This design comes from an exercise in tuning for small area and a short achievable clock period on the open sky130 flow, not from production work. The RTL was checked by simulation tests, not by an equivalence proof against the original design. Power and IR drop assume default switching activity.

==> design.v <==
`timescale 1ns/1ps
module Radix_2_div #(
parameter[3:0]	DSIZE	= 15,
parameter[3:0]	PSIZE	= 15
)(
	input				clock,
	input				rst,
	input [DSIZE-1:0]	divisor,
	input [DSIZE-1:0]	dividend,
	output[PSIZE-1:0]	quotient,
	output[3:0]			quoexp
);
localparam [15:0] FOLD = 16'b0010_0100_1001_0000;
function integer pend;	 
	input integer t;
	integer k;
	begin
		pend = 1;
		for (k = 2; k <= t; k = k + 1)
			pend = FOLD[k] ? 1 : pend + 1;
	end
endfunction
function [14:0] srt_step;
	input [14:0] z;
	input pos, neg;
	input [13:0] d;
	reg [14:0] dx, op;
	reg [15:0] s;
	begin
		dx = {1'b1, d};
		op = ({15{pos}} & ~dx) | ({15{neg}} & dx);
		s = {z, 1'b1} + {op, pos};
		srt_step = s[15:1];
	end
endfunction
reg	[14:0]	n1, d1;
always @(posedge clock) begin
	n1	<= dividend;
	d1	<= divisor;
end
reg	[3:0]	ne;
integer		k;
always @(*) begin
	ne = 4'd15;
	for (k = 0; k < 15; k = k + 1)
		if (d1[k]) ne = 14 - k;
end
wire [14:0]	nd = d1 << ne;
reg	[14*15-1:0]	Zf;	 
reg	[14:0]		Pf, Nf;	 
reg	[14*14-1:0]	Df;	 
reg	[15*4-1:0]	Ef;	 
reg	[15*15-1:0]	Bf;	 
reg	[15*15-1:0]	Lf;	 
always @(posedge clock) begin
	Zf[0 +: 15]	<= n1;
	Pf[0]		<= n1[14];
	Nf[0]		<= 1'b0;
	Df[0 +: 14]	<= nd[13:0];
	Ef[0 +: 4]	<= ne;
end
genvar t;
generate
for (t = 1; t <= 14; t = t + 1) begin: STEP
	wire [14:0]	Z	= (t == 1) ? Zf[0 +: 15] : {Zf[(t-1)*15 +: 14], 1'b0};
	wire		pos	= Pf[t-1];
	wire		neg	= Nf[t-1];
	wire [14:0]	S	= srt_step(Z, pos, neg, Df[(t-1)*14 +: 14]);
	always @(posedge clock) begin
		Ef[t*4 +: 4]	<= Ef[(t-1)*4 +: 4];
		Pf[t]			<= ~S[14] &  S[13];
		Nf[t]			<=  S[14] & ~S[13];
	end
	if (t < 14) begin: KEEPZ
		always @(posedge clock) begin
			Zf[t*15 +: 14]	<= S[13:0];
			Df[t*14 +: 14]	<= Df[(t-1)*14 +: 14];
		end
	end else begin: LASTZ
	end
	if (t == 1) begin: QFIRST
		always @(posedge clock) begin
			Bf[15 +: 1]	<= pos | neg;
			Lf[15 +: 1]	<= neg;
		end
	end else if (FOLD[t]) begin: QFOLD
		localparam integer P = pend(t-1);
		wire [t-2:0]	Bp	= Bf[(t-1)*15 +: t-1];
		wire [P-1:0]	Lp	= Lf[(t-1)*15 +: P];
		wire [t-2:0]	Bn	= Bp - {Lp, 1'b0};
		always @(posedge clock) begin
			Bf[t*15 +: t]	<= {Bn, pos | neg};
			Lf[t*15 +: 1]	<= neg;
		end
	end else begin: QSHIFT
		localparam integer P = pend(t-1);
		always @(posedge clock) begin
			Bf[t*15 +: t]		<= {Bf[(t-1)*15 +: t-1], pos | neg};
			Lf[t*15 +: P+1]	<= {Lf[(t-1)*15 +: P], neg};
		end
	end
end
endgenerate
localparam integer PL = pend(14);
wire		pos0	= Pf[14];
wire		neg0	= Nf[14];
wire [14:0]	Qfin	= {Bf[14*15 +: 14], pos0 | neg0} - {Lf[14*15 +: PL], neg0, 1'b0};
reg	[4:0]	cnt;
always @(posedge clock, posedge rst) begin
	if (rst)			cnt	<= 5'd0;
	else if (!cnt[4])	cnt	<= cnt + 5'd1;
end
reg	[14:0]	Qu;
reg	[3:0]	exp;
always @(posedge clock, posedge rst) begin
	if (rst) begin
		Qu	<= 15'd0;
		exp	<= 4'd0;
	end else begin
		Qu	<= cnt[4] ? Qfin : 15'd0;
		exp	<= cnt[4] ? Ef[14*4 +: 4] : 4'd0;
	end
end
assign	quotient	= Qu;
assign	quoexp		= exp;
endmodule
==> run.sh <==
#!/bin/bash
# synth_recipe.tcl (not shown) runs the flow's synth.tcl, then flattens the netlist and writes it again
# the make line also repeats each setting of config.mk as NAME=value (left out here)
make -C /OpenROAD-flow-scripts/flow DESIGN_CONFIG=/design/flow/config.mk WORK_HOME=/design/flow/orfs CLKGATE_MAP_FILE= SYNTH_SCRIPT=/design/flow/synth_recipe.tcl finish
==> config.mk <==
export PLATFORM = sky130hd
export DESIGN_NAME = Radix_2_div
export DESIGN_NICKNAME = Radix_2_div
export VERILOG_FILES = /design/flow/design.v
export SDC_FILE = /design/flow/constraint.sdc
export NUM_CORES = 4
export LEC_CHECK = 0
export ABC_AREA = 1
export CAP_MARGIN = 20
export CORE_MARGIN = 2
export CORE_UTILIZATION = 40
export CTS_BUF_LIST = sky130_fd_sc_hd__clkbuf_8 sky130_fd_sc_hd__clkbuf_16
export CTS_CLUSTER_DIAMETER = 60
export CTS_CLUSTER_SIZE = 16
export PLACE_DENSITY = 0.75
export SETUP_SLACK_MARGIN = 1.8
export SLEW_MARGIN = 20
==> constraint.sdc <==
create_clock -name core_clock -period 4.0 [get_ports {clock}]
set_input_delay 0.8000 -clock core_clock [delete_from_list [all_inputs] [get_ports {clock}]]
set_output_delay 0.8000 -clock core_clock [all_outputs]
set_load 0.01 [all_outputs]
==> results of run 1 <==
[placed cells by master, fill, tap and decap left out, types with 76 or more instances in the layout]
master,instances
inv_1,193
o21ai_0,131
a21oi_1,120
nand2_1,494
buf_4,189
nand3_1,103
ha_1,176
dfxtp_1,612
nor2_1,76
xor2_1,142
[layout make-up]
class | instances | area share
Sequential cell | 664 | 0.433
Inverter | 224 | 0.0297
Timing Repair Buffer | 259 | 0.0690
Timing Repair inverter | 2 | 0.000441
Multi-Input combinational cell | 1728 | 0.393
Clock buffer | 49 | 0.0393
Tap cell | 846 | 0.0339
Clock inverter | 8 | 0.00184
[cell usage after synthesis (2+ instances only)]
cell / n / area (um2)
nand4_1: 8 / 50.1
inv_1: 205 / 769
o21ai_0: 201 / 1010
o21a_1: 16 / 120
a31oi_1: 2 / 12.5
dfxtp_1: 640 / 12800
o21ai_2: 25 / 219
a221oi_1: 10 / 87.6
clkinv_1: 3 / 11.3
and2_1: 3 / 18.8
a211oi_1: 6 / 45.0
nor3b_1: 2 / 15.0
nand2_2: 12 / 75.1
a21boi_1: 8 / 60.1
xnor2_1: 67 / 587
xor2_1: 150 / 1310
ha_1: 209 / 2620
o21ai_1: 18 / 90.1
nand3_1: 122 / 611
a21boi_2: 13 / 146
nor3_1: 23 / 115
inv_2: 16 / 60.1
nand3b_1: 2 / 15.0
a31oi_4: 2 / 42.5
o21ai_4: 2 / 32.5
a31oi_2: 2 / 25.0
dfrtp_1: 24 / 601
a21oi_1: 186 / 931
nor2_1: 81 / 304
nand2_1: 525 / 1970
a21o_1: 4 / 30.0
buf_2: 3 / 15.0
o31ai_1: 13 / 97.6
o2111ai_1: 2 / 17.5
fa_1: 5 / 100
clkbuf_1: 31 / 116
[per-layer routing]
| metal | vias up | routed length (um) | global-route usage |
|---|---|---|---|
| met5 | - | 0 | 0 |
| met4 | 0 | 1640 | 0.0523 |
| met3 | 115 | 1630 | 0.0221 |
| met2 | 279 | 27300 | 0.258 |
| met1 | 8436 | 21100 | 0.156 |
| li1 | 9273 | - | - |
[report_power, final]
group,total [mW],switching (mW),internal [mW]
registers,10.3,1.21,9.04
logic,15.3,8.25,7.08
clock network,4.34,2.11,2.23
total,29.9,11.6,18.4
[how the worst min path moves through the flow]
stage | from | endpoint | slack (ps)
finish | Ef[27] | Ef[31] | 310
CTS | Ef[25] | Ef[29] | 320
detailed placement | STEP[7].genblk2.QFOLD.Bp[0] | Bf[106] | 310
floorplan | STEP[7].genblk2.QFOLD.Bp[0] | Bf[106] | 310
global route | Ef[25] | Ef[29] | 320
global placement | Bf[111] | Bf[127] | 310
[metrics by stage]
step | util | area, um2 | hold slack [ps]
CTS | 0.458 | 28700 | 316
detailed placement | 0.425 | 26600 | 312
global placement | 0.425 | 26600 | 310
finish | 0.498 | 31200 | 312
floorplan | - | 25200 | 310
global route | 0.498 | 31200 | 319
[repair_timing]
item,CTS,global route
pin swaps,53,185
resized for setup,153,328
cloned,1,2
endpoints found under the setup margin,116,92
buffers inserted,59,148
[flip-flops by register name, summed over array words and instances (netlist names)]
name and flops:
Lf 13, Nf 14, STEP.genblk2.QFOLD.Bp 30, STEP.genblk2.QFOLD.Lp 11, STEP.Z 197, Ef 60
Qu 15, Pf 14, n1 15, Bf 75, Df 196, d1 15
cnt 5, exp 4
[logic make-up after synthesis]
| kind of cell | after synthesis | synth area share |
|---|---|---|
| buffers and inverters | 260 | 0.0391 |
| adders and majority gates | 214 | 0.108 |
| DFF | 664 | 0.532 |
| xor gates and xnor gates | 217 | 0.0753 |
| and+or+nand+nor | 782 | 0.127 |
| AOI/OAI and AO/OA | 515 | 0.119 |
==> notes.md, run 1 <==
Route:
- In this run the remaining antenna-violating nets after routing total 0.
- The number of remaining DRC errors is 0.
- Summed over all layers, the routed wires come to 51700 um.
- Summing over every cut layer, the via total after detailed routing is 18103.
- After detailed routing, the average wire length per cell comes to 13.7 um.
- The number of detailed-route iterations in the first pass is 5.
- In this run, the number of DRC markers left after iteration 0 of detailed routing was 877.
- The detailed-route vias per instance is 4.79.

Clock network:
- The insertion delay to the later sink of the worst-skew pair is 570 ps.
- Counting every sink on the clock net gives 664.
- The CTS tree is yes.
- The CTS root buffer is clkbuf_16.
- The H-tree was split into 2 levels.
- Hold repair after CTS inserted 0 buffers.
- The register clock-pin slew on the reported worst setup and hold paths is 70 ps.
- Clock tree synthesis inserted a total of 47 buffers.
- In this run the deepest clock path goes through 3 buffers.

Final layout:
- The final instance count without filler cells is 3780.
- The final-layout fill cell count is 5348.
- The fraction of layout cells with a size suffix above 1 is 0.213.
- The count of inserted antenna diode cells is 0.
- In the final layout, flip-flops and latches occupy 13500 um2.
- In the final layout, the multi-input gates occupy 12300 um2.
- The net total in the final layout is 3172.
- From synthesis to final layout, the design area changed by 23.8%.

Setup path:
- The slowest cell on the critical path is dfxtp_4.
- In this run the worst path has a maximum fanout of 7.
- The sort of element at the start of the critical path is a register.
- Data arrives at the worst endpoint at 2790 ps.
- The number of buffers and inverters on the critical path is 1.
- The kind of cell with the highest combined delay along the critical path is compound AO/OA/AOI/OAI gates.
- The critical path is of the reg2reg type.
- Counting buffers and inverters, the worst setup path is 12 cells deep.
- The source of the critical timing path is Pf[9].
- STA classifies the critical path endpoint as a register.
- The worst flop-to-flop path endpoint is Pf[10].
- The slack of the worst reg-to-reg path is 1670 ps.
- The startpoint identified for the worst register-to-register timing path is Pf[9].
- Among the stages of the critical path, the cell type that occurs most often is o21ai_2.
- The signal on the critical path passes through clkinvlp_4 > o21ai_1 > ha_1 > a21oi_1 > o21a_1 > o21ai_4 > a21boi_4 > o21ai_2 > nand2_1 > o21ai_2 > xor2_2 > and2_1.
- Following the worst setup path forward leads to its endpoint at Pf[10].
- On the worst path, the slowest cell contributes a delay of 370 ps.
- Data on the critical path is required at its endpoint by 4460 ps.
- The worst register-to-register path has a depth of 12.

Timing:
- Summed over all failing endpoints, the final setup total negative slack is 0 ps.
- The final period utilization is 0.583.
- The least setup slack across all paths after layout is 1670 ps.
- The number of hold-slack violations in the final timing report is 0.
- The remaining max-slew budget at the tightest pin is 0.595.
- The final number of setup-violating endpoints is 0.
- The fmax is 429 MHz.
- The time the worst path needs with I/O delays and setup is 2330 ps.
- Setup repair after global routing could not meet its margin everywhere.
- The worst clock skew on the final layout is 24.8 ps.
- The pin slew with the least headroom to its limit is 608 ps.
- The count of pins over their slew limit came to 0.

Synth:
- Synthesis produced a netlist with a net count of 2898.
- For this run, the number of Yosys warnings is 1.
- The number of storage elements in the synthesis netlist is 664.
- The dominant synthesized flop cell is dfxtp_1.
- The share of the yosys chip area belonging to registers is 0.532.
- The average cell area after synthesis is 9.51 um2.
- Synthesis handed over a netlist of 2652 instances.
- The async set or reset register ratio after synthesis is 0.0361.
- The count of flip-flops with a built-in enable after synthesis is 0.
- The combined area of all synthesized cells is 25200 um2.
- After synthesis, the netlist uses 47 different library cells.

Hold path:
- In this run the worst hold path is classified as reg2reg.
- The number of stages on the worst hold path is 0.

Placement:
- The final estimated routing congestion in global placement is 0.855.
- The worst-case setup slack after placement is 1280 ps.
- Once detailed placement completed, the half-perimeter wirelength came to 32800 um.
- Port buffering added 50 buffers.
- The number of cells after detailed placement is 3512.

Pwr:
- The total power consumption of the routed design is 29.9 mW.
- The worst-case vdd ir drop is 0.000538 V.
- The leakage power is 14.3 nW.
- The power per standard cell area is 959 nW/um2.

GRT:
- The total overflow left after global routing is 0.
- The number of antenna violations at the first check in global routing is 0.
- The pin count of the biggest net entering global routing is 25.
- The global-route wire length before repair is 74600 um.
- Across every metal layer, demand over resource in global routing totals 0.138.
- The via count of the first global-routing pass came to 16614.

Die:
- The number of I/O pins is 51.
- The cell row count is 92.
- The die height is 255 um.
- The placeable core region is 62700 um2.
- The initial core utilization is 0.402.
- Measured along the x axis, the die boundary spans 255 um.
- The total die area is 65100 um2.

Job:
- The number of violations of the max-capacitance limit is 0.

Status:
- The flow ran to the end and the layout has no timing, DRC or antenna violations.
==> run 2, diff against run 1 <==
--- a/design.v
+++ b/design.v
@@ -24,13 +24,28 @@
 	input [14:0] z;
 	input pos, neg;
 	input [13:0] d;
-	reg [14:0] dx, op;
-	reg [15:0] s;
+	reg [14:0] dx, x, g, p;
+	reg [15:0] G, P, Gn, Pn;	 
+	integer i, l;
 	begin
 		dx = {1'b1, d};
-		op = ({15{pos}} & ~dx) | ({15{neg}} & dx);
-		s = {z, 1'b1} + {op, pos};
-		srt_step = s[15:1];
+		x = z ^ dx;
+		for (i = 0; i < 15; i = i + 1) begin
+			g[i] = z[i] & (pos ? ~dx[i] : neg & dx[i]);
+			p[i] = pos ? ~x[i] : (neg ? x[i] : z[i]);
+		end
+		G = {g, pos};
+		P = {p, 1'b0};
+		for (l = 1; l < 16; l = l * 2) begin
+			Gn = G; Pn = P;
+			for (i = 0; i < 16; i = i + 1)
+				if (i & l) begin
+					Gn[i] = G[i] | (P[i] & G[(i & ~(l-1)) - 1]);
+					Pn[i] = P[i] & P[(i & ~(l-1)) - 1];
+				end
+			G = Gn; P = Pn;
+		end
+		srt_step = p ^ G[14:0];
 	end
 endfunction
 reg	[14:0]	n1, d1;
--- a/config.mk
+++ b/config.mk
@@ -9,9 +9,9 @@
 export CAP_MARGIN = 20
 export CORE_MARGIN = 2
 export CORE_UTILIZATION = 40
-export CTS_BUF_LIST = sky130_fd_sc_hd__clkbuf_8 sky130_fd_sc_hd__clkbuf_16
+export CTS_BUF_LIST = sky130_fd_sc_hd__clkbuf_8
 export CTS_CLUSTER_DIAMETER = 60
 export CTS_CLUSTER_SIZE = 16
 export PLACE_DENSITY = 0.75
-export SETUP_SLACK_MARGIN = 1.8
+export SETUP_SLACK_MARGIN = 1.6
 export SLEW_MARGIN = 20
==> run 2 against run 1 <==
Power is 20% lower. Setup slack better by 13 ps. Flip-flop and latch count stayed put. Clock-buffer cell count is 3 higher. Sequential power hardly changed. Clock power is 25% lower. Sequential share of layout area is 3.7 points higher. Die area is 3.4% higher.
==> notes.md, run 2 <==
GRT:
- The overflow left after global routing is 0 (unchanged).
- The global routing usage summed across all routing layers is 0.139 (was 0.138).
- The pin count of the biggest net entering global routing is 25 (unchanged).
- The number of antenna violations at the first check in global routing is 1 (was 0).
- The via count of the first global-routing pass is 17686 (was 16614).
- The global-route wire length before repair is 78400 um (was 74600 um).

Clock network:
- The buffer levels on the longest clock path is 3 (unchanged).
- The CTS root buffer is clkbuf_8 (was clkbuf_16).
- The number of H-tree levels is 2 (unchanged).
- The clock sink count is 664 (unchanged).
- The CTS tree is yes (unchanged).
- The insertion delay to the later sink of the worst-skew pair is 660 ps (was 570 ps).
- The register clock-pin slew on the reported worst setup and hold paths is 100 ps (was 70 ps).
- The total clock buffers created by CTS was 49 (was 47).
- The count of hold-fix buffers inserted at cts came to 0 (unchanged).

Timing:
- The time the worst path needs with I/O delays and setup is 2320 ps (was 2330 ps).
- The number of hold-slack violations in the final timing report came to 0 (unchanged).
- The count of pins over their slew limit is 0 (unchanged).
- The fmax was 431 MHz (was 429 MHz).
- The pin slew with the least headroom to its limit is 901 ps (was 608 ps).
- The final-layout setup total negative slack is 0 ps (unchanged).
- The worst clock skew on the final layout is 58.0 ps (was 24.8 ps).
- The final worst hold slack is 321 ps (was 312 ps).
- The final number of setup-violating endpoints is 0 (unchanged).
- The final period utilization is 0.580 (was 0.583).
- RSZ-0062 raised after global routing: yes (unchanged).
- The remaining max-slew budget at the tightest pin came to 0.399 (was 0.595).

Placement:
- The number of buffers inserted by port buffering was 50 (unchanged).
- The final estimated routing congestion in global placement was 0.839 (was 0.855).
- The post-DP HPWL is 35300 um (was 32800 um).
- The number of cells after detailed placement is 4117 (was 3512).
- The area of placed instances is 27500 um2 (was 26600 um2).

Synth:
- Commonest cells in the synthesized netlist: nand2_1, dfxtp_1, inv_1 (was dfxtp_1, nand2_1, ha_1).
- The synthesized-area fraction occupied by adder cells is 0.0285 (was 0.108).
- The cell count after synthesis is 3250 (was 2652).
- The share of synthesized cell area in and, or, nand and nor gates is 0.228 (was 0.127).
- The average cell area after synthesis was 8.03 um2 (was 9.51 um2).
- The fraction of post-synthesis cell area in the top cell type by area was 0.491 (was 0.508).
- The number of nets in the synthesized netlist is 3339 (was 2898).
- The dominant synthesized flop cell is dfxtp_1 (unchanged).
- The combined area of all synthesized cells is 26100 um2 (was 25200 um2).
- The cell type with the largest total area after synthesis was dfxtp_1 (unchanged).
- The parity-gate share of the synthesized area counting xor and xnor cells came to 0.0614 (was 0.0753).
- The complex-gate fraction of the synthesized area is 0.0902 (was 0.119).
- The share of the yosys chip area belonging to registers is 0.514 (was 0.532).
- The number of storage elements in the synthesis netlist is 664 (unchanged).
- The post-synthesis mux area share came to 0.000383 (was 0).
- The number of distinct library cell variants in the gate-level netlist after synthesis is 49 (was 47).
- The count of synthesis-stage warnings from yosys was 1 (unchanged).
- The count of flip-flops with a built-in enable after synthesis is 0 (unchanged).
- Biggest area contributors in the synthesized netlist: dfxtp_1, nand2_1, inv_1 (was dfxtp_1, ha_1, nand2_1).
- The async set or reset register ratio after synthesis is 0.0361 (unchanged).
- The combinational family with the most area after synthesis is simple AND/OR/NAND/NOR gates (unchanged).
- The most common cell in the netlist is nand2_1 (was dfxtp_1).

Route:
- The number of remaining DRC errors is 0 (unchanged).
- The number of DRC violations after detailed-routing iteration 0 is 936 (was 877).
- The residual antenna-violating net count after detailed routing is 0 (unchanged).
- The number of detailed-route iterations in the first pass is 7 (was 5).
- The post-detailed-routing wire length is 46400 um (was 51700 um).
- The detailed-route vias per instance came to 4.51 (was 4.79).
- The routed via count is 18904 (was 18103).
- The detailed-route wire length per cell is 11.1 um (was 13.7 um).

Final layout:
- Most frequent cells in the layout: nand2_1, dfxtp_1, inv_1, nor2_1, o21ai_0 (was dfxtp_1, nand2_1, inv_1, buf_4, ha_1).
- The post-route standard cell area excluding fillers is 28600 um2 (was 31200 um2).
- The flip-flop count of the largest register, all copies and words added is 197 (unchanged).
- The net total in the final layout was 3410 (was 3172).
- The most common cell after layout, fill and taps aside is nand2_1 (was dfxtp_1).
- The growth of design area from synthesis to finish is 9.57% (was 23.8%).
- The fraction of layout cells with a size suffix above 1 was 0.0753 (was 0.213).
- The final instance count without filler cells is 4190 (was 3780).

Setup path:
- The slack of the worst reg-to-reg path is 1680 ps (was 1670 ps).
- The critical path endpoint category is a register (unchanged).
- The required time reported for the critical path endpoint is 4530 ps (was 4460 ps).
- The origin of the critical flop-to-flop path is Nf[14] (was Pf[9]).
- The number of cell instances on the worst register-to-register path came to 9 (was 12).
- The maximum fanout along the worst path was 3 (was 7).
- The sort of element at the start of the critical path is a register (unchanged).
- The worst flop-to-flop path endpoint is Qu[13] (was Pf[10]).
- The kind of critical path is reg2reg (unchanged).
- The data arrival time at the worst-slack endpoint was 2850 ps (was 2790 ps).

Die:
- The cell row count is 93 (was 92).
- The die width is 259 um (was 255 um).
- The placeable core region is 64500 um2 (was 62700 um2).
- The total die area was 67300 um2 (was 65100 um2).
- The number of I/O pins is 51 (unchanged).
- The die height is 259 um (was 255 um).
- The initial core utilization came to 0.405 (was 0.402).

Hold path:
- The worst hold-check path type is reg2reg (unchanged).
- The worst min-delay path endpoint is Df[172] (was Ef[31]).
- The number of stages on the worst hold path is 0 (unchanged).
- The beginning of the worst hold path is Df[158] (was Ef[27]).

Pwr:
- The total power consumption of the routed design came to 24.0 mW (was 29.9 mW).
- The leakage power was 14.4 nW (was 14.3 nW).
- The worst-case vdd ir drop is 0.000433 V (was 0.000538 V).
- The power per standard cell area is 839 nW/um2 (was 959 nW/um2).

Job:
- The number of violations of the max-capacitance limit is 0 (unchanged).

Status:
- Outcome: complete, no violations (unchanged).
run 2: timing repair:
action                     CTS  global route
resized for setup           21            79
setup endpoints to repair   57           114
setup buffers                0             8
pin swaps                    0             8
run 2: cell type report:
type                       count  area (um2)
antenna                        2        5.00
inverter                     474        1810
tap                          855        1070
clock buffer                  52         716
clock inverter                11        85.1
sequential                   664       13400
fill                        6229       35900
timing repair buffer          63         601
multi-input combinational   2069       10900
run 2: worst max-delay path by stage:
stage	start	endpoint	slack, ps	depth (start not counted)
floorplan	Bf[210]	Qu[13]	1740	10
global placement	Pf[1]	STEP[3].Z[11]	1390	11
detailed placement	Pf[2]	STEP[4].Z[13]	1390	11
CTS	Nf[14]	Qu[13]	1600	9
global route	Pf[6]	Pf[7]	1520	17
finish	Nf[14]	Qu[13]	1680	9
run 2: metal layers:
layer	GRT usage	routed length (um)	vias to the layer above
met4	0.0516	1450	0
met2	0.258	23200	268
li1	-	-	10177
met1	0.158	20000	8360
met3	0.0230	1740	99
met5	0	0	-
run 2: critical path, cell delays in order, from the launching register on:
cell and delay (ps):
dfxtp_1 380, ha_1 180, inv_1 70, fa_2 370, a211o_1 320, nor3_4 230
nand3_2 110, or3_1 340, xor2_1 160, nor2_1 50
run 2: kinds of logic (layout without fill, tap and decap cells):
| logic type | Yosys count | in the layout |
|---|---|---|
| and+or+nand+nor | 1410 | 1410 |
| DFF | 664 | 664 |
| buffers and inverters | 517 | 600 |
| AOI/OAI and AO/OA | 418 | 418 |
| xor gates and xnor gates | 183 | 183 |
| adders and majority gates | 57 | 57 |
| muxes | 1 | 1 |
| other | 0 | 2 |
run 2: stage by stage:
| step | utilization | setup slack, ps |
|---|---|---|
| 3_3_place_gp | 0.426 | 1390 |
| 6_report | 0.444 | 1680 |
| 4_1_cts | 0.439 | 1600 |
| 2_1_floorplan | - | 1740 |
| 3_5_place_dp | 0.426 | 1390 |
| 5_1_grt | 0.444 | 1520 |
run 2: power by group:
group	switching, mW	internal (mW)	leakage (nW)
sequential	1.13	8.88	5.68
clock	2.04	1.20	0.422
combinational	6.45	4.29	8.34
==> run 3, diff against run 2 <==
--- a/config.mk
+++ b/config.mk
@@ -13,5 +13,5 @@
 export CTS_CLUSTER_DIAMETER = 60
 export CTS_CLUSTER_SIZE = 16
 export PLACE_DENSITY = 0.75
-export SETUP_SLACK_MARGIN = 1.6
+export SETUP_SLACK_MARGIN = 1.85
 export SLEW_MARGIN = 20
==> run 3 against run 2 <==
Still clean on timing, DRC and antenna. Clock power is 3% higher. Setup slack better by 130 ps. Wire length increased by 10%. Sequential power about the same. Critical path depth is 1 higher. Sequential share of layout area is 2.0 points lower. Flip-flop and latch count unchanged. Critical path type unchanged. Largest cell class unchanged. Largest power group unchanged.
==> notes.md, run 3 <==
Synth:
- The number of nets in the synthesized netlist is 3339 (unchanged).
- Commonest cells in the synthesized netlist: nand2_1, dfxtp_1, inv_1 (unchanged).
- The dominant synthesized flop cell is dfxtp_1 (unchanged).
- The cell count after synthesis is 3250 (unchanged).
- The combined area of all synthesized cells came to 26100 um2 (unchanged).
- The most common cell in the netlist was nand2_1 (unchanged).
- The fraction of post-synthesis cell area in the top cell type by area is 0.491 (unchanged).
- The async set or reset register ratio after synthesis came to 0.0361 (unchanged).
- The average cell area after synthesis came to 8.03 um2 (unchanged).
- The count of synthesis-stage warnings from yosys is 1 (unchanged).
- Biggest area contributors in the synthesized netlist: dfxtp_1, nand2_1, inv_1 (unchanged).
- The share of the yosys chip area belonging to registers is 0.514 (unchanged).
- The cell type with the largest total area after synthesis is dfxtp_1 (unchanged).
- The number of distinct library cell variants in the gate-level netlist after synthesis is 49 (unchanged).
- The number of storage elements in the synthesis netlist was 664 (unchanged).
- The count of flip-flops with a built-in enable after synthesis is 0 (unchanged).

Timing:
- The count of pins over their slew limit is 0 (unchanged).
- The final period utilization is 0.548 (was 0.580).
- The number of hold-slack violations in the final timing report is 0 (unchanged).
- The fmax is 457 MHz (was 431 MHz).
- The least setup slack across all paths after layout is 1810 ps (was 1680 ps).
- The final-layout setup total negative slack is 0 ps (unchanged).
- The time the worst path needs with I/O delays and setup is 2190 ps (was 2320 ps).
- The final number of setup-violating endpoints is 0 (unchanged).
- The pin slew with the least headroom to its limit is 897 ps (was 901 ps).
- RSZ-0062 raised after global routing: yes (unchanged).
- The worst clock skew on the final layout is 45.7 ps (was 58.0 ps).
- The remaining max-slew budget at the tightest pin is 0.402 (was 0.399).

Clock network:
- The clock sink count is 664 (unchanged).
- The count of hold-fix buffers inserted at cts came to 0 (unchanged).
- The insertion delay to the later sink of the worst-skew pair is 660 ps (about the same).
- The register clock-pin slew on the reported worst setup and hold paths is 100 ps (about the same).
- The total clock buffers created by CTS is 50 (was 49).
- The buffer levels on the longest clock path came to 3 (unchanged).
- The CTS tree is yes (unchanged).
- The CTS root buffer is clkbuf_8 (unchanged).
- The number of H-tree levels is 2 (unchanged).

Final layout:
- The most common cell after layout, fill and taps aside is nand2_1 (unchanged).
- The growth of design area from synthesis to finish is 14.9% (was 9.57%).
- The area of the multi-input gates is 11500 um2 (was 10900 um2).
- The final instance count without filler cells is 4272 (was 4190).
- The final-layout fill cell count is 6104 (was 6229).
- The flip-flop count of the largest register, all copies and words added was 197 (unchanged).
- The sequential cell area in the final layout came to 13500 um2 (was 13400 um2).
- The fraction of layout cells with a size suffix above 1 came to 0.137 (was 0.0753).
- The net total in the final layout is 3492 (was 3410).
- Most frequent cells in the layout: nand2_1, dfxtp_1, inv_1, nor2_1, o21ai_0 (unchanged).

Hold path:
- The worst hold-check path type was reg2reg (unchanged).
- The worst min-delay path endpoint is STEP[1].Z[13] (was Df[172]).
- The beginning of the worst hold path is n1[13] (was Df[158]).
- The number of stages on the worst hold path came to 0 (unchanged).

Setup path:
- The kind of critical path is reg2reg (unchanged).
- The sort of element at the start of the critical path is a register (unchanged).
- The critical path endpoint category is a register (unchanged).
- The worst flop-to-flop path endpoint is Qu[13] (unchanged).
- The data arrival time at the worst-slack endpoint is 2720 ps (was 2850 ps).
- The maximum fanout along the worst path is 2 (was 3).
- The origin of the critical flop-to-flop path is Bf[210] (was Nf[14]).
- The maximum single-stage delay on the critical path is 340 ps (was 380 ps).
- The slowest cell on the critical path was fa_2 (was dfxtp_1).
- The slack of the worst reg-to-reg path is 1810 ps (was 1680 ps).
- Cell Chain, Critical Path: inv_2 > ha_2 > inv_2 > fa_2 > a211o_1 > nor3_4 > nand3_2 > or3_1 > xor2_1 > nor2_1 (was ha_1 > inv_1 > fa_2 > a211o_1 > nor3_4 > nand3_2 > or3_1 > xor2_1 > nor2_1).
- The top cell family by delay on the critical path is simple AND/OR/NAND/NOR gates (unchanged).
- The required time reported for the critical path endpoint was 4530 ps (about the same).
- The most used cell along the critical path is inv_2.
- The number of cell instances on the worst register-to-register path is 10 (was 9).
- The number of buffers and inverters on the critical path is 2 (was 1).

GRT:
- The global-route met1 utilization is 0.161 (was 0.158).
- The global routing usage on met3 is 0.0215 (was 0.0230).
- The via count of the first global-routing pass is 17984 (was 17686).
- The highest-utilization routing layer at the global route stage is met2 (unchanged).
- The global routing usage summed across all routing layers was 0.145 (was 0.139).
- The pin count of the biggest net entering global routing was 25 (unchanged).
- The global-route wire length before repair is 81100 um (was 78400 um).
- The global routing usage on met2 is 0.277 (was 0.258).
- The number of antenna violations at the first check in global routing came to 1 (unchanged).
- The overflow left after global routing was 0 (unchanged).

Die:
- The die height came to 259 um (unchanged).
- The initial core utilization is 0.405 (unchanged).
- The cell row count is 93 (unchanged).
- The placeable core region came to 64500 um2 (unchanged).
- The number of I/O pins came to 51 (unchanged).
- The die width is 259 um (unchanged).
- The total die area came to 67300 um2 (unchanged).

Pwr:
- The sequential fraction of design power is 0.396 (was 0.417).
- The switching fraction of total power is 0.409 (was 0.401).
- The power per standard cell area is 851 nW/um2 (was 839 nW/um2).
- The leakage power is 14.9 nW (was 14.4 nW).
- The net load switching power is 10.4 mW (was 9.63 mW).
- The cell-internal power is 15.1 mW (was 14.4 mW).
- The proportion of power drawn by the clock network is 0.131 (was 0.135).
- The portion of total power attributed to combinational logic came to 0.473 (was 0.448).
- The worst-case vdd ir drop is 0.000477 V (was 0.000433 V).

Route:
- The number of remaining DRC errors came to 0 (unchanged).
- The post-detailed-routing wire length is 51100 um (was 46400 um).
- The detailed-route wire length per cell was 12.0 um (was 11.1 um).
- The detailed-route vias per instance is 4.58 (was 4.51).
- The residual antenna-violating net count after detailed routing is 0 (unchanged).
- The routed via count is 19567 (was 18904).
- The number of DRC violations after detailed-routing iteration 0 is 960 (was 936).
- The number of detailed-route iterations in the first pass is 6 (was 7).

Placement:
- The number of buffers inserted by port buffering is 50 (unchanged).
- The number of cells after detailed placement is 4116 (was 4117).
- The final estimated routing congestion in global placement came to 0.856 (was 0.839).
- The post-DP HPWL is 37100 um (was 35300 um).
- The worst-case setup slack after placement was 1350 ps (was 1390 ps).

Job:
- The number of violations of the max-capacitance limit was 0 (unchanged).

Status:
- Outcome: complete, no violations (unchanged).
## run 3: cell types whose count changed in the layout (fill, tap and decap cells not counted), moves of 13 or more
cell / previous run / this run
o21ai_0: 160 / 139
nor2_1: 221 / 207
nand2_1: 860 / 820
o21ai_2: 0 / 13
buf_4: 13 / 81
nand2_2: 19 / 53
a21oi_1: 80 / 67
dfxtp_4: 7 / 24
dfxtp_1: 625 / 611
## run 3: routing by layer
layer / up-vias / part of all wire / wire length (um)
li1: 10372 / - / -
met1: 8770 / 0.41 / 21100
met2: 306 / 0.52 / 26500
met3: 119 / 0.033 / 1700
met4: 0 / 0.034 / 1720
met5: - / 0 / 0
## run 3: area by class of cell
type,instances,share of cell area
inverter,474,0.0629
multi-input combinational,2072,0.383
sequential,664,0.450
clock inverter,14,0.00451
tap,855,0.0357
timing repair inverter,2,0.000417
clock buffer,51,0.0234
timing repair buffer,139,0.0398
antenna,1,0.0000834
## run 3: power groups by stage
stage | registers (mW) | logic, mW | clock network [mW]
after floorplan | 9.70 | 8.60 | 0
after CTS | 10.1 | 10.7 | 3.44
final | 10.1 | 12.1 | 3.34
after detailed placement | 10.2 | 10.5 | 0
after global routing | 10.3 | 13.8 | 3.69
after global placement | 10.2 | 10.2 | 0
## run 3: what timing repair did
item / in CTS / in global routing
endpoints found under the setup margin: 181 / 125
resized for setup: 117 / 244
cloned: 1 / 5
setup buffers: 11 / 73
pin swaps: 6 / 66
## run 3: worst max path at each step
stage            start              to  slack, ps  cells past startpoint
2_1_floorplan  Bf[210]          Qu[13]       1880                     10
3_3_place_gp    Pf[13]          Nf[14]       1430                     13
3_5_place_dp    Pf[12]  STEP[14].Z[13]       1350                     11
4_1_cts        Bf[210]          Qu[13]       1760                     10
5_1_grt        Lf[211]          Qu[14]       1660                     13
6_report       Bf[210]          Qu[13]       1810                     10
## run 3: cell families (layout without fill, tap and decap cells)
family / Yosys count / after routing / synth area share
adders and majority gates: 57 / 57 / 0.0285
buffers and inverters: 517 / 680 / 0.0782
muxes: 1 / 1 / 0.000383
AOI/OAI and AO/OA: 418 / 418 / 0.0902
xor gates and xnor gates: 183 / 183 / 0.0614
and+or+nand+nor: 1410 / 1413 / 0.228
other: 0 / 1 / 0
DFF: 664 / 664 / 0.514
## run 3: through the flow
stage | hold WS (ps) | utilization | instance area [um2] | power (mW)
6_report | 322 | 0.465 | 30000 | 25.5
5_1_grt | 321 | 0.465 | 30000 | 27.8
4_1_cts | 324 | 0.444 | 28600 | 24.3
3_5_place_dp | 312 | 0.426 | 27500 | 20.7
3_3_place_gp | 310 | 0.426 | 27500 | 20.4
2_1_floorplan | 310 | - | 26100 | 18.3
==> run 4, diff against run 3 <==
--- a/config.mk
+++ b/config.mk
@@ -13,5 +13,5 @@
 export CTS_CLUSTER_DIAMETER = 60
 export CTS_CLUSTER_SIZE = 16
 export PLACE_DENSITY = 0.75
-export SETUP_SLACK_MARGIN = 1.85
+export SETUP_SLACK_MARGIN = 1.95
 export SLEW_MARGIN = 20
==> run 4 against run 3 <==
Flip-flop and latch count did not move. Wire length rose by 3.5%. Setup slack improved by 48 ps. Non-clock buffer count rose by 62. First-iteration DRC count rose by 6.3%. Clock-buffer cell count fell by 2. Clock power fell by 7.2%. Sequential share of layout area fell by 2.7 points. Critical endpoint is now Nf[9]. Largest cell class unchanged.
==> notes.md, run 4 <==
Clock network:
- The total clock buffers created by CTS is 47 (was 50).
- The insertion delay to the later sink of the worst-skew pair was 640 ps (was 660 ps).
- The count of hold-fix buffers inserted at cts is 0 (unchanged).
- The CTS root buffer is clkbuf_8 (unchanged).
- The number of H-tree levels is 2 (unchanged).
- The register clock-pin slew on the reported worst setup and hold paths is 100 ps (about the same).
- The CTS tree is yes (unchanged).
- The buffer levels on the longest clock path is 3 (unchanged).
- The clock sink count came to 664 (unchanged).

Pwr:
- The power per standard cell area came to 859 nW/um2 (was 851 nW/um2).
- The leakage power is 15.5 nW (was 14.9 nW).
- The worst-case vdd ir drop came to 0.000383 V (was 0.000477 V).

Final layout:
- The flip-flop count of the largest register, all copies and words added is 197 (unchanged).
- The post-route core utilization is 0.494 (was 0.465).
- The post-route standard cell area excluding fillers was 31900 um2 (was 30000 um2).
- The growth of design area from synthesis to finish was 22.0% (was 14.9%).
- The most common cell after layout, fill and taps aside is nand2_1 (unchanged).
- Most frequent cells in the layout: nand2_1, dfxtp_1, inv_1, nor2_1, nand2_2 (was nand2_1, dfxtp_1, inv_1, nor2_1, o21ai_0).
- The fraction of layout cells with a size suffix above 1 is 0.231 (was 0.137).
- The net total in the final layout is 3562 (was 3492).

Timing:
- The number of hold-slack violations in the final timing report came to 0 (unchanged).
- The fmax is 467 MHz (was 457 MHz).
- The final-layout setup total negative slack is 0 ps (unchanged).
- The remaining max-slew budget at the tightest pin is 0.394 (was 0.402).
- The count of pins over their slew limit was 0 (unchanged).
- The pin slew with the least headroom to its limit came to 908 ps (was 897 ps).
- The final period utilization is 0.535 (was 0.548).
- RSZ-0062 raised after global routing: yes (unchanged).
- The worst clock skew on the final layout is 30.5 ps (was 45.7 ps).
- The final number of setup-violating endpoints is 0 (unchanged).
- The time the worst path needs with I/O delays and setup was 2140 ps (was 2190 ps).

Setup path:
- The data arrival time at the worst-slack endpoint is 2720 ps (about the same).
- The maximum fanout along the worst path was 8 (was 2).
- Cell Chain, Critical Path: inv_8 > buf_12 > o21ai_1 > o211ai_1 > nand2_1 > nor2_2 > nand3_2 > nand2_4 > nand3_2 > nand2_2 > xor2_2 > nand2_2 > inv_2 (was inv_2 > ha_2 > inv_2 > fa_2 > a211o_1 > nor3_4 > nand3_2 > or3_1 > xor2_1 > nor2_1).
- The slowest cell on the critical path is dfxtp_4 (was fa_2).
- The critical path endpoint category was a register (unchanged).
- The maximum single-stage delay on the critical path is 420 ps (was 340 ps).
- The required time reported for the critical path endpoint is 4570 ps (was 4530 ps).
- The sort of element at the start of the critical path is a register (unchanged).
- The kind of critical path was reg2reg (unchanged).
- The number of buffers and inverters on the critical path came to 3 (was 2).
- The top cell family by delay on the critical path was simple AND/OR/NAND/NOR gates (unchanged).

Route:
- The post-detailed-routing wire length was 52900 um (was 51100 um).
- The number of detailed-route iterations in the first pass was 7 (was 6).
- The detailed-route vias per instance is 4.66 (was 4.58).
- The number of DRC violations after detailed-routing iteration 0 is 1020 (was 960).
- The routed via count is 20205 (was 19567).
- The residual antenna-violating net count after detailed routing is 0 (unchanged).
- The number of remaining DRC errors is 0 (unchanged).
- The detailed-route wire length per cell is 12.2 um (was 12.0 um).

GRT:
- The global-route wire length before repair was 77600 um (was 81100 um).
- The highest-utilization routing layer at the global route stage is met2 (unchanged).
- The global routing usage on met3 is 0.0193 (was 0.0215).
- The overflow left after global routing is 0 (unchanged).
- The global routing usage summed across all routing layers is 0.136 (was 0.145).
- The global routing usage on met2 is 0.268 (was 0.277).
- The number of antenna violations at the first check in global routing is 1 (unchanged).
- The pin count of the biggest net entering global routing is 25 (unchanged).
- The global-route met1 utilization is 0.145 (was 0.161).
- The via count of the first global-routing pass came to 18059 (was 17984).

Status:
- Outcome: complete, no violations (unchanged).

Synth:
- Biggest area contributors in the synthesized netlist: dfxtp_1, nand2_1, inv_1 (unchanged).
- The average cell area after synthesis is 8.03 um2 (unchanged).
- The count of flip-flops with a built-in enable after synthesis was 0 (unchanged).
- The share of the yosys chip area belonging to registers is 0.514 (unchanged).
- The number of storage elements in the synthesis netlist is 664 (unchanged).
- Commonest cells in the synthesized netlist: nand2_1, dfxtp_1, inv_1 (unchanged).
- The number of nets in the synthesized netlist is 3339 (unchanged).
- The most common cell in the netlist is nand2_1 (unchanged).
- The cell count after synthesis is 3250 (unchanged).
- The fraction of post-synthesis cell area in the top cell type by area is 0.491 (unchanged).
- The count of synthesis-stage warnings from yosys is 1 (unchanged).
- The async set or reset register ratio after synthesis is 0.0361 (unchanged).
- The combined area of all synthesized cells is 26100 um2 (unchanged).
- The cell type with the largest total area after synthesis is dfxtp_1 (unchanged).
- The dominant synthesized flop cell is dfxtp_1 (unchanged).
- The number of distinct library cell variants in the gate-level netlist after synthesis is 49 (unchanged).

Die:
- The cell row count is 93 (unchanged).
- The total die area came to 67300 um2 (unchanged).
- The number of I/O pins is 51 (unchanged).
- The die height is 259 um (unchanged).
- The placeable core region is 64500 um2 (unchanged).
- The initial core utilization was 0.405 (unchanged).
- The die width is 259 um (unchanged).

Placement:
- The number of buffers inserted by port buffering came to 50 (unchanged).
- The post-DP HPWL is 33200 um (was 37100 um).
- The final estimated routing congestion in global placement is 0.843 (was 0.856).
- The area of placed instances is 27500 um2 (about the same).

Job:
- The number of violations of the max-capacitance limit came to 0 (unchanged).

Hold path:
- The worst hold-check path type is reg2reg (unchanged).
[run 4: path summary, 6_finish.rpt]
check	startpoint	to	slack (ps)	depth (start not counted)
worst max-delay path	Pf[8]	Nf[9]	1860	13
worst min-delay path	Ef[38]	Ef[42]	320	0
worst max register to register	Pf[8]	Nf[9]	1860	13
worst min register to register	Ef[38]	Ef[42]	320	0
max in group asynchronous	rst	exp[2]	2780	2
min in group asynchronous	rst	Qu[0]	640	2
[run 4: report_power, final]
group | switching (mW) | internal [mW]
sequential | 1.13 | 8.91
combinational | 8.30 | 5.95
clock | 1.98 | 1.12
[run 4: worst register-to-register path, delay by kind of cell, from the launching register on]
| kind | cells | cell delay [ps] |
|---|---|---|
| simple gates | 7 | 890 |
| flops | 1 | 420 |
| buf+inv | 3 | 290 |
| compound gates | 2 | 280 |
| xor+xnor | 1 | 190 |
[run 4: area by class of cell]
type	count	area [um2]
multi-input combinational	2080	12800
clock buffer	49	674
inverter	474	1920
timing repair inverter	5	37.5
tap	855	1070
clock inverter	11	63.8
antenna	1	2.50
fill	5700	32600
sequential	664	13500
timing repair buffer	201	1780
[run 4: through the flow]
step / total power, mW / cells / setup WS, ps / hold WS, ps
2_1_floorplan: 18.3 / 3250 / 1880 / 310
3_3_place_gp: 20.1 / 4121 / 1480 / 310
3_5_place_dp: 20.5 / 4121 / 1430 / 312
4_1_cts: 24.2 / 4221 / 1870 / 323
5_1_grt: 29.7 / 4340 / 1690 / 325
6_report: 27.4 / 4340 / 1860 / 321
[run 4: logic make-up (layout without fill, tap and decap cells)]
family | Yosys count | in the layout | synth area share
DFF | 664 | 664 | 0.514
buffers and inverters | 517 | 740 | 0.0782
adders and majority gates | 57 | 57 | 0.0285
other | 0 | 1 | 0
and+or+nand+nor | 1410 | 1421 | 0.228
muxes | 1 | 1 | 0.000383
AOI/OAI and AO/OA | 418 | 418 | 0.0902
xor gates and xnor gates | 183 | 183 | 0.0614
[run 4: what timing repair did]
action,CTS,global route
gates cloned,3,17
pin swaps,34,193
gates resized for setup,244,584
setup buffers,37,101
endpoints found under the setup margin,186,137
[run 4: per-layer routing]
| layer | vias to the layer above | wire length, um |
|---|---|---|
| li1 | 10532 | - |
| met1 | 9209 | 20500 |
| met2 | 334 | 28700 |
| met3 | 130 | 1680 |
| met4 | 0 | 1980 |
| met5 | - | 0 |
==> run 5, diff against run 4 <==
--- a/config.mk
+++ b/config.mk
@@ -13,5 +13,5 @@
 export CTS_CLUSTER_DIAMETER = 60
 export CTS_CLUSTER_SIZE = 16
 export PLACE_DENSITY = 0.75
-export SETUP_SLACK_MARGIN = 1.95
+export SETUP_SLACK_MARGIN = 1.75
 export SLEW_MARGIN = 20
==> run 5 against run 4 <==
Largest cell class unchanged. Cell area shrank 9.3%. Combinational power shrank 23%. Critical endpoint is now Qu[13]. Largest power group unchanged. Critical path depth fell by 3. Still clean.
==> notes.md, run 5 <==
Route:
- The detailed-route vias per instance is 4.51 (was 4.66).
- The detailed-route wire length per cell is 11.0 um (was 12.2 um).
- The post-detailed-routing wire length is 46300 um (was 52900 um).
- The number of detailed-route iterations in the first pass was 5 (was 7).
- The number of DRC violations after detailed-routing iteration 0 is 924 (was 1020).
- The routed via count came to 18949 (was 20205).
- The residual antenna-violating net count after detailed routing was 0 (unchanged).
- The number of remaining DRC errors is 0 (unchanged).

Die:
- The initial core utilization is 0.405 (unchanged).
- The number of I/O pins is 51 (unchanged).
- The die height is 259 um (unchanged).
- The cell row count is 93 (unchanged).
- The die width is 259 um (unchanged).
- The total die area came to 67300 um2 (unchanged).
- The placeable core region was 64500 um2 (unchanged).

Final layout:
- The net total in the final layout is 3426 (was 3562).
- The most common cell after layout, fill and taps aside was nand2_1 (unchanged).
- The post-route core utilization came to 0.448 (was 0.494).
- The growth of design area from synthesis to finish is 10.7% (was 22.0%).
- The flip-flop count of the largest register, all copies and words added is 197 (unchanged).
- Most frequent cells in the layout: nand2_1, dfxtp_1, inv_1, nor2_1, o21ai_0 (was nand2_1, dfxtp_1, inv_1, nor2_1, nand2_2).
- The final instance count without filler cells is 4203 (was 4340).
- The fraction of layout cells with a size suffix above 1 is 0.0926 (was 0.231).

Placement:
- The final estimated routing congestion in global placement was 0.835 (was 0.843).
- The number of cells after detailed placement is 4115 (was 4121).
- The post-DP HPWL is 34900 um (was 33200 um).
- The number of buffers inserted by port buffering is 50 (unchanged).

Synth:
- The share of the yosys chip area belonging to registers was 0.514 (unchanged).
- The async set or reset register ratio after synthesis is 0.0361 (unchanged).
- The fraction of post-synthesis cell area in the top cell type by area is 0.491 (unchanged).
- The combined area of all synthesized cells is 26100 um2 (unchanged).
- The count of flip-flops with a built-in enable after synthesis is 0 (unchanged).
- The cell type with the largest total area after synthesis was dfxtp_1 (unchanged).
- The average cell area after synthesis is 8.03 um2 (unchanged).
- The number of nets in the synthesized netlist is 3339 (unchanged).
- The cell count after synthesis is 3250 (unchanged).
- The dominant synthesized flop cell is dfxtp_1 (unchanged).
- Commonest cells in the synthesized netlist: nand2_1, dfxtp_1, inv_1 (unchanged).
- The most common cell in the netlist is nand2_1 (unchanged).
- The number of distinct library cell variants in the gate-level netlist after synthesis was 49 (unchanged).
- Biggest area contributors in the synthesized netlist: dfxtp_1, nand2_1, inv_1 (unchanged).
- The number of storage elements in the synthesis netlist is 664 (unchanged).
- The count of synthesis-stage warnings from yosys is 1 (unchanged).

Timing:
- The final number of setup-violating endpoints was 0 (unchanged).
- The time the worst path needs with I/O delays and setup is 2200 ps (was 2140 ps).
- The remaining max-slew budget at the tightest pin is 0.606 (was 0.394).
- The fmax is 454 MHz (was 467 MHz).
- RSZ-0062 raised after global routing: yes (unchanged).
- The final-layout setup total negative slack is 0 ps (unchanged).
- The pin slew with the least headroom to its limit is 591 ps (was 908 ps).
- The worst clock skew on the final layout is 77.0 ps (was 30.5 ps).
- The count of pins over their slew limit is 0 (unchanged).
- The number of hold-slack violations in the final timing report is 0 (unchanged).
- The final period utilization is 0.551 (was 0.535).
- The final worst hold slack is 308 ps (was 321 ps).

Status:
- Outcome: complete, no violations (unchanged).

Setup path:
- The data arrival time at the worst-slack endpoint was 2710 ps (was 2720 ps).
- The worst setup path endpoint is Qu[13] (was Nf[9]).
- The number of buffers and inverters on the critical path came to 2 (was 3).
- The maximum fanout along the worst path is 3 (was 8).
- Cell Chain, Critical Path: inv_2 > ha_4 > inv_1 > fa_2 > a211o_1 > nor3_4 > nand3_2 > or3_4 > xor2_1 > nor2_1 (was inv_8 > buf_12 > o21ai_1 > o211ai_1 > nand2_1 > nor2_2 > nand3_2 > nand2_4 > nand3_2 > nand2_2 > xor2_2 > nand2_2 > inv_2).
- The number of cell instances on the worst register-to-register path is 10 (was 13).
- The kind of critical path is reg2reg (unchanged).
- The slowest cell on the critical path was fa_2 (was dfxtp_4).
- The top cell family by delay on the critical path is simple AND/OR/NAND/NOR gates (unchanged).
- The maximum single-stage delay on the critical path is 340 ps (was 420 ps).
- The source of the critical timing path is Bf[210] (was Pf[8]).
- The required time reported for the critical path endpoint is 4500 ps (was 4570 ps).
- The logic depth of the worst path, buffers included is 10 (was 13).
- The origin of the critical flop-to-flop path is Bf[210] (was Pf[8]).
- The worst flop-to-flop path endpoint is Qu[13] (was Nf[9]).
- The slack of the worst reg-to-reg path came to 1800 ps (was 1860 ps).
- The critical path endpoint category is a register (unchanged).
- The sort of element at the start of the critical path is a register (unchanged).

Job:
- The number of violations of the max-capacitance limit is 0 (unchanged).

GRT:
- The overflow left after global routing is 0 (unchanged).
- The pin count of the biggest net entering global routing is 25 (unchanged).
- The global-route wire length before repair is 78000 um (was 77600 um).
- The number of antenna violations at the first check in global routing came to 1 (unchanged).
- The via count of the first global-routing pass came to 17589 (was 18059).
- The global routing usage summed across all routing layers is 0.138 (was 0.136).

Clock network:
- The buffer levels on the longest clock path is 3 (unchanged).
- The CTS root buffer is clkbuf_8 (unchanged).
- The number of H-tree levels was 2 (unchanged).
- The register clock-pin slew on the reported worst setup and hold paths is 100 ps (about the same).
- The insertion delay to the later sink of the worst-skew pair is 680 ps (was 640 ps).
- The total clock buffers created by CTS is 48 (was 47).
- The CTS tree was yes (unchanged).
- The clock sink count came to 664 (unchanged).

Pwr:
- The leakage power is 14.5 nW (was 15.5 nW).
- The power per standard cell area is 834 nW/um2 (was 859 nW/um2).
- The worst-case vdd ir drop is 0.000433 V (was 0.000383 V).

Hold path:
- The worst hold-check path type was reg2reg (unchanged).
[run 5: how the worst min path moves through the flow]
stage / startpoint / to / slack, ps / cells after the start
detailed placement: Bf[108] / Bf[124] / 310 / 0
finish: Bf[122] / STEP[10].genblk2.QFOLD.Bp[3] / 310 / 0
floorplan: STEP[7].genblk2.QFOLD.Bp[0] / Bf[106] / 310 / 0
CTS: Bf[122] / STEP[10].genblk2.QFOLD.Bp[3] / 300 / 0
global route: Bf[122] / STEP[10].genblk2.QFOLD.Bp[3] / 300 / 0
global placement: Bf[61] / Bf[77] / 310 / 0
[run 5: timing repair]
action,CTS,global route
setup buffers,2,25
hold endpoints to repair,0,0
resized for setup,55,131
hold buffers,0,0
pin swaps,2,14
endpoints found under the setup margin,147,119
[run 5: kinds of logic after synthesis]
group	after synthesis	synth area share
XOR/XNOR	183	0.0614
AO/OA/AOI/OAI	418	0.0902
buffers and inverters	517	0.0782
flip-flops	664	0.514
adder cells (fa/ha/maj)	57	0.0285
multiplexers	1	0.000383
AND/OR/NAND/NOR	1410	0.228
[run 5: layout make-up]
type | instances | area, um2
fill | 6178 | 35600
sequential | 664 | 13500
multi-input combinational | 2069 | 11100
inverter | 474 | 1830
tap | 855 | 1070
timing repair buffer | 80 | 709
clock buffer | 49 | 674
clock inverter | 11 | 66.3
antenna | 1 | 2.50
[run 5: through the flow]
step	total power [mW]	area [um2]	worst slack, ps
after floorplan	18.3	26100	1840
after global placement	20.3	27400	1390
after detailed placement	20.5	27400	1320
after CTS	23.7	28300	1710
after global routing	26.5	28900	1670
final	24.1	28900	1800
[run 5: where the power goes]
group | switching [mW] | internal (mW)
clock | 1.97 | 1.13
sequential | 1.13 | 8.89
combinational | 6.57 | 4.42
[run 5: routing by layer]
layer / up-vias / GRT usage / part of all wire
li1: 10210 / - / -
met1: 8386 / 0.158 / 0.43
met2: 268 / 0.255 / 0.50
met3: 85 / 0.0222 / 0.036
met4: 0 / 0.0541 / 0.033
met5: - / 0 / 0
==> run 6, diff against run 5 <==
--- a/design.v
+++ b/design.v
@@ -10,7 +10,7 @@
 	output[PSIZE-1:0]	quotient,
 	output[3:0]			quoexp
 );
-localparam [15:0] FOLD = 16'b0010_0100_1001_0000;
+localparam [15:0] FOLD = 16'b0100_1001_0010_0000;
 function integer pend;	 
 	input integer t;
 	integer k;
==> run 6 against run 5 <==
Synthesized cell count rose by 0.40%. Critical endpoint is now STEP[4].Z[9]. Non-clock buffer count is 6 lower. Global-route usage is essentially flat. Still clean on timing, DRC and antenna. Combinational power about the same. Setup slack gained 84 ps. Critical path type unchanged.
==> notes.md, run 6 <==
Status:
- Outcome: complete, no violations (unchanged).

Timing:
- The pin slew with the least headroom to its limit is 892 ps (was 591 ps).
- The fmax is 472 MHz (was 454 MHz).
- The time the worst path needs with I/O delays and setup is 2120 ps (was 2200 ps).
- The number of hold-slack violations in the final timing report is 0 (unchanged).
- The final period utilization was 0.530 (was 0.551).
- The count of pins over their slew limit is 0 (unchanged).
- The worst clock skew on the final layout is 23.2 ps (was 77.0 ps).
- RSZ-0062 raised after global routing: yes (unchanged).
- The remaining max-slew budget at the tightest pin came to 0.404 (was 0.606).
- The final number of setup-violating endpoints is 0 (unchanged).
- The final-layout setup total negative slack was 0 ps (unchanged).

Pwr:
- The total power consumption of the routed design is 24.0 mW (was 24.1 mW).
- The proportion of power drawn by the clock network is 0.130 (was 0.128).
- The switching fraction of total power came to 0.402 (was 0.401).
- The leakage power is 14.6 nW (was 14.5 nW).
- The sequential fraction of design power is 0.416 (about the same).
- The net load switching power is 9.66 mW (was 9.67 mW).
- The worst-case vdd ir drop is 0.000318 V (was 0.000433 V).
- The power per standard cell area was 830 nW/um2 (was 834 nW/um2).
- The portion of total power attributed to combinational logic is 0.454 (was 0.456).
- The cell-internal power was 14.3 mW (was 14.4 mW).

Setup path:
- The slowest cell on the critical path is dfxtp_2 (was fa_2).
- The kind of critical path was reg2reg (unchanged).
- The slack of the worst reg-to-reg path was 1880 ps (was 1800 ps).
- The data arrival time at the worst-slack endpoint is 2630 ps (was 2710 ps).
- Cell Chain, Critical Path: nand2_8 > nand2_1 > o21ai_0 > or2_2 > nand2_2 > o21ai_1 > a21oi_1 > nand2_2 > ha_1 > inv_1 > nand2_1 > xnor2_2 (was inv_2 > ha_4 > inv_1 > fa_2 > a211o_1 > nor3_4 > nand3_2 > or3_4 > xor2_1 > nor2_1).
- The sort of element at the start of the critical path is a register (unchanged).
- The required time reported for the critical path endpoint is 4510 ps (was 4500 ps).
- The critical path endpoint category is a register (unchanged).
- The maximum single-stage delay on the critical path is 440 ps (was 340 ps).
- The maximum fanout along the worst path was 13 (was 3).

Die:
- The total die area is 67700 um2 (was 67300 um2).
- The die height is 260 um (was 259 um).
- The number of I/O pins came to 51 (unchanged).
- The cell row count is 93 (unchanged).
- The placeable core region came to 64700 um2 (was 64500 um2).
- The die width is 260 um (was 259 um).
- The initial core utilization came to 0.406 (was 0.405).

Job:
- The number of violations of the max-capacitance limit is 0 (unchanged).

Synth:
- The number of storage elements in the synthesis netlist is 665 (was 664).
- The async set or reset register ratio after synthesis came to 0.0361 (about the same).
- The number of nets in the synthesized netlist came to 3352 (was 3339).
- The average cell area after synthesis is 8.05 um2 (was 8.03 um2).
- The count of flip-flops with a built-in enable after synthesis is 0 (unchanged).
- Biggest area contributors in the synthesized netlist: dfxtp_1, nand2_1, inv_1 (unchanged).
- The combined area of all synthesized cells is 26300 um2 (was 26100 um2).
- The fraction of post-synthesis cell area in the top cell type by area came to 0.489 (was 0.491).
- The cell type with the largest total area after synthesis is dfxtp_1 (unchanged).
- The share of the yosys chip area belonging to registers is 0.512 (was 0.514).
- The number of distinct library cell variants in the gate-level netlist after synthesis is 50 (was 49).
- Commonest cells in the synthesized netlist: nand2_1, dfxtp_1, inv_1 (unchanged).
- The cell count after synthesis came to 3263 (was 3250).
- The count of synthesis-stage warnings from yosys is 1 (unchanged).
- The most common cell in the netlist was nand2_1 (unchanged).
- The dominant synthesized flop cell was dfxtp_1 (unchanged).

Route:
- The number of DRC violations after detailed-routing iteration 0 is 780 (was 924).
- The number of remaining DRC errors is 0 (unchanged).
- The detailed-route vias per instance is 4.50 (was 4.51).
- The routed via count came to 18961 (was 18949).
- The detailed-route wire length per cell was 11.1 um (was 11.0 um).
- The residual antenna-violating net count after detailed routing came to 0 (unchanged).
- The number of detailed-route iterations in the first pass is 8 (was 5).
- The post-detailed-routing wire length is 46800 um (was 46300 um).

Clock network:
- The buffer levels on the longest clock path is 3 (unchanged).
- The clock sink count was 665 (was 664).
- The insertion delay to the later sink of the worst-skew pair is 630 ps (was 680 ps).
- The CTS tree is yes (unchanged).
- The total clock buffers created by CTS is 47 (was 48).
- The register clock-pin slew on the reported worst setup and hold paths is 110 ps (was 100 ps).
- The CTS root buffer was clkbuf_8 (unchanged).
- The number of H-tree levels is 2 (unchanged).

Placement:
- The final estimated routing congestion in global placement is 0.862 (was 0.835).
- The number of buffers inserted by port buffering is 50 (unchanged).
- The post-DP HPWL is 35900 um (was 34900 um).

Final layout:
- The most common cell after layout, fill and taps aside is nand2_1 (unchanged).
- The net total in the final layout is 3436 (was 3426).
- The sequential cell area in the final layout is 13500 um2 (about the same).
- The post-route core utilization is 0.447 (was 0.448).
- The flip-flop count of the largest register, all copies and words added was 197 (unchanged).
- The area of the multi-input gates came to 11100 um2 (about the same).
- The growth of design area from synthesis to finish is 10.1% (was 10.7%).
- The fraction of layout cells with a size suffix above 1 was 0.0870 (was 0.0926).
- Most frequent cells in the layout: nand2_1, dfxtp_1, inv_1, nor2_1, o21ai_0 (unchanged).
- The final-layout fill cell count was 6201 (was 6178).

GRT:
- The global routing usage summed across all routing layers came to 0.138 (about the same).
- The global-route wire length before repair is 78500 um (was 78000 um).
- The overflow left after global routing is 0 (unchanged).
- The number of antenna violations at the first check in global routing is 1 (unchanged).
- The via count of the first global-routing pass is 17898 (was 17589).
- The pin count of the biggest net entering global routing is 25 (unchanged).

Hold path:
- The worst hold-check path type is reg2reg (unchanged).
[run 6: what timing repair did]
item | 4_1_cts | 5_1_grt
hold buffers | 0 | 0
pin swaps | 2 | 18
resized for setup | 47 | 108
endpoints found under the setup margin | 118 | 121
buffers inserted | 0 | 19
cloned | 0 | 1
[run 6: power by group through the flow]
stage                     Sequential, mW  Combinational, mW  Clock, mW
after floorplan                     9.69               8.61          0
after global placement              10.1               10.2          0
after detailed placement            10.1               10.5          0
after CTS                           9.98               10.5       3.23
after global routing                10.2               12.6       3.49
final                               9.99               10.9       3.11
[run 6: path summary, 6_finish.rpt]
path,cells past startpoint,to,start
max,12,STEP[4].Z[9],Nf[2]
min,0,STEP[1].Z[0],n1[0]
max reg2reg,12,STEP[4].Z[9],Nf[2]
min reg2reg,0,STEP[1].Z[0],n1[0]
max in group asynchronous,2,exp[3],rst
min in group asynchronous,2,Qu[1],rst
[run 6: per-stage QoR]
stage	cell area [um2]	std cells	hold WS [ps]	setup WS (ps)
floorplan	26300	3263	310	2050
global placement	27600	4133	310	1530
detailed placement	27600	4133	312	1440
CTS	28400	4193	324	1740
global route	28900	4214	328	1720
finish	28900	4214	324	1880
[run 6: per-layer routing]
metal	global-route usage	part of all wire	up-vias
met2	0.264	0.51	234
met4	0.0571	0.038	0
met5	0	0	-
met1	0.151	0.43	8355
met3	0.0200	0.030	116
li1	-	-	10256
[run 6: kinds of logic (layout without fill, tap and decap cells)]
group | after synthesis | count (layout) | synth area share
and+or+nand+nor | 1439 | 1439 | 0.234
DFF | 665 | 665 | 0.512
buffers and inverters | 522 | 617 | 0.0788
AOI/OAI and AO/OA | 407 | 407 | 0.0897
xor gates and xnor gates | 172 | 172 | 0.0574
adders and majority gates | 57 | 57 | 0.0286
muxes | 1 | 1 | 0.000381
other | 0 | 1 | 0
[run 6: final cells by class]
class	count	share of cell area
Clock buffer	50	0.0238
Sequential cell	665	0.467
Tap cell	855	0.0370
Antenna cell	1	0.0000865
Clock inverter	10	0.00190
Multi-Input combinational cell	2076	0.383
Inverter	482	0.0643
Timing Repair inverter	1	0.000303
Timing Repair Buffer	74	0.0231
[run 6: worst max-delay path, delay by kind of cell, from the launching register on]
family          cells  cell delay (ps)
compound gates      3              370
xor+xnor            1              150
fa+ha+maj           1              200
buf+inv             1               50
flops               1              440
simple gates        6              800
==> run 7, diff against run 6 <==
--- a/config.mk
+++ b/config.mk
@@ -13,5 +13,5 @@
 export CTS_CLUSTER_DIAMETER = 60
 export CTS_CLUSTER_SIZE = 16
 export PLACE_DENSITY = 0.75
-export SETUP_SLACK_MARGIN = 1.75
+export SETUP_SLACK_MARGIN = 1.8
 export SLEW_MARGIN = 20
==> run 7 against run 6 <==
Synthesized area did not move. Still clean. Setup slack got worse by 13 ps. First-iteration DRC count up 17%. Wire length is 1.7% higher. Die area did not move. Via count is 1.1% higher. Register-to-register slack barely moved. Highest routed layer unchanged. Cell count rose by 0.40%. Clock power barely moved. Fmax is 0.59% lower. Clock skew hardly changed. Largest power group unchanged.
==> notes.md, run 7 <==
Route:
- The detailed-route wire length per cell is 11.3 um (was 11.1 um).
- The routed length on met3 is 1400 um (was 1410 um).
- The residual antenna-violating net count after detailed routing was 0 (unchanged).

Final layout:
- The most common cell after layout, fill and taps aside is nand2_1 (unchanged).
- The fraction of layout cells with a size suffix above 1 is 0.103 (was 0.0870).
- The flip-flop count of the largest register, all copies and words added is 197 (unchanged).

Clock network:
- The clock sink count was 665 (unchanged).
- The total clock buffers created by CTS is 47 (unchanged).
- The insertion delay to the later sink of the worst-skew pair is 630 ps (about the same).

Synth:
- The most common cell in the netlist is nand2_1 (unchanged).
- The number of distinct library cell variants in the gate-level netlist after synthesis is 50 (unchanged).
- The cell count after synthesis is 3263 (unchanged).
- The async set or reset register ratio after synthesis is 0.0361 (unchanged).
- The dominant synthesized flop cell is dfxtp_1 (unchanged).
- The combined area of all synthesized cells is 26300 um2 (unchanged).

Die:
- The total die area is 67700 um2 (unchanged).
- The die height is 260 um (unchanged).
- The initial core utilization is 0.406 (unchanged).

Status:
- Outcome: complete, no violations (unchanged).

Setup path:
- The kind of critical path is reg2reg (unchanged).
- The slowest cell on the critical path is dfxtp_1 (was dfxtp_2).
- The data arrival time at the worst-slack endpoint was 2660 ps (was 2630 ps).
- The required time reported for the critical path endpoint was 4520 ps (was 4510 ps).

Placement:
- The final estimated routing congestion in global placement is 0.862 (unchanged).
- The post-DP HPWL came to 35900 um (unchanged).
- The number of buffers inserted by port buffering is 50 (unchanged).

GRT:
- The via count of the first global-routing pass was 17888 (was 17898).
- The pin count of the biggest net entering global routing is 25 (unchanged).
- The global-route wire length before repair is 78600 um (was 78500 um).
- The overflow left after global routing was 0 (unchanged).

Pwr:
- The total power consumption of the routed design came to 24.4 mW (was 24.0 mW).
- The power per standard cell area is 833 nW/um2 (was 830 nW/um2).

Job:
- The number of violations of the max-capacitance limit is 0 (unchanged).

Timing:
- The fmax is 469 MHz (was 472 MHz).
-- run 7: logic make-up (layout without fill, tap and decap cells) --
family | count (synthesis) | after routing | share of synthesized area
and+or+nand+nor | 1439 | 1439 | 0.234
DFF | 665 | 665 | 0.512
buffers and inverters | 522 | 634 | 0.0788
AOI/OAI and AO/OA | 407 | 407 | 0.0897
xor gates and xnor gates | 172 | 172 | 0.0574
adders and majority gates | 57 | 57 | 0.0286
muxes | 1 | 1 | 0.000381
other | 0 | 1 | 0
-- run 7: critical path: cells and delay by family, from the launching register on --
family / cells / cell delay (ps)
simple gates: 11 / 920
buf+inv: 5 / 500
flops: 1 / 320
compound gates: 2 / 280
-- run 7: worst max-delay path by stage --
stage	slack, ps	from	endpoint
6_report	1870	Pf[7]	Nf[8]
5_1_grt	1710	Nf[6]	Nf[7]
4_1_cts	1800	Pf[5]	Pf[6]
3_5_place_dp	1440	Pf[5]	Pf[6]
3_3_place_gp	1530	Pf[5]	Pf[6]
2_1_floorplan	2050	STEP[1].Z[14]	STEP[2].Z[9]
-- run 7: timing repair --
action | CTS | global route
pin swaps | 4 | 37
endpoints found under the setup margin | 144 | 122
gates cloned | 0 | 1
gates resized for setup | 63 | 152
setup buffers | 1 | 35
-- run 7: routing by layer --
metal / track usage / up-vias
li1: - / 10286
met1: 0.152 / 8503
met2: 0.264 / 248
met3: 0.0203 / 124
met4: 0.0575 / 0
met5: 0 / -
-- run 7: area by class of cell --
| type | instances | area (um2) |
|---|---|---|
| Timing Repair Buffer | 91 | 813 |
| Inverter | 482 | 1870 |
| Tap cell | 855 | 1070 |
| Clock buffer | 50 | 688 |
| Multi-Input combinational cell | 2076 | 11300 |
| Sequential cell | 665 | 13500 |
| Timing Repair inverter | 1 | 8.76 |
| Antenna cell | 1 | 2.50 |
| Clock inverter | 10 | 55.1 |
| Fill cell | 6152 | 35400 |
-- run 7: stage by stage --
step / setup slack (ps) / cells / cell area (um2) / utilization
after floorplan: 2050 / 3263 / 26300 / -
after global placement: 1530 / 4133 / 27600 / 0.427
after detailed placement: 1440 / 4133 / 27600 / 0.427
after CTS: 1800 / 4194 / 28500 / 0.440
after global routing: 1710 / 4231 / 29300 / 0.453
final: 1870 / 4231 / 29300 / 0.453
-- run 7: power breakdown --
group          leakage [nW]  switching, mW  internal (mW)
combinational          8.61           6.79           4.49
sequential             5.69           1.11           8.89
clock                 0.412           1.97           1.14

[afterwards: timing with drivers on the ports]
The flow's constraints put no driver on any port. The routed layouts listed below were extracted and timed again, unchanged, in two steps.
Step 1: set_driving_cell puts a clkbuf_16 on clock and a buf_2 on each other input, an assumption about the parent block.
Step 2, shift: input delay + t, output delay - t, t = (earliest + latest rising clock arrival at the registers) / 2. This alone moves slack from input paths to output paths.
a / b / c = ideal ports / drivers / drivers and shift; a / b = the first two.
run	shift t [ns]	slack for setup (ns)	latest minus earliest clock arrival (ns)
run 1	0.619	1.669 / 1.669 / 1.669	0.033 / 0.033
run 2	0.688	1.682 / 1.637 / 1.682	0.064 / 0.064
run 3	0.695	1.810 / 1.810 / 1.810	0.049 / 0.049
run 4	0.683	1.858 / 1.858 / 1.858	0.037 / 0.036
run 5	0.697	1.796 / 1.796 / 1.796	0.078 / 0.078
run 6	0.675	1.879 / 1.842 / 1.879	0.030 / 0.030
run 7	0.677	1.867 / 1.835 / 1.867	0.031 / 0.031
After both steps setup and hold are still met in every run listed.
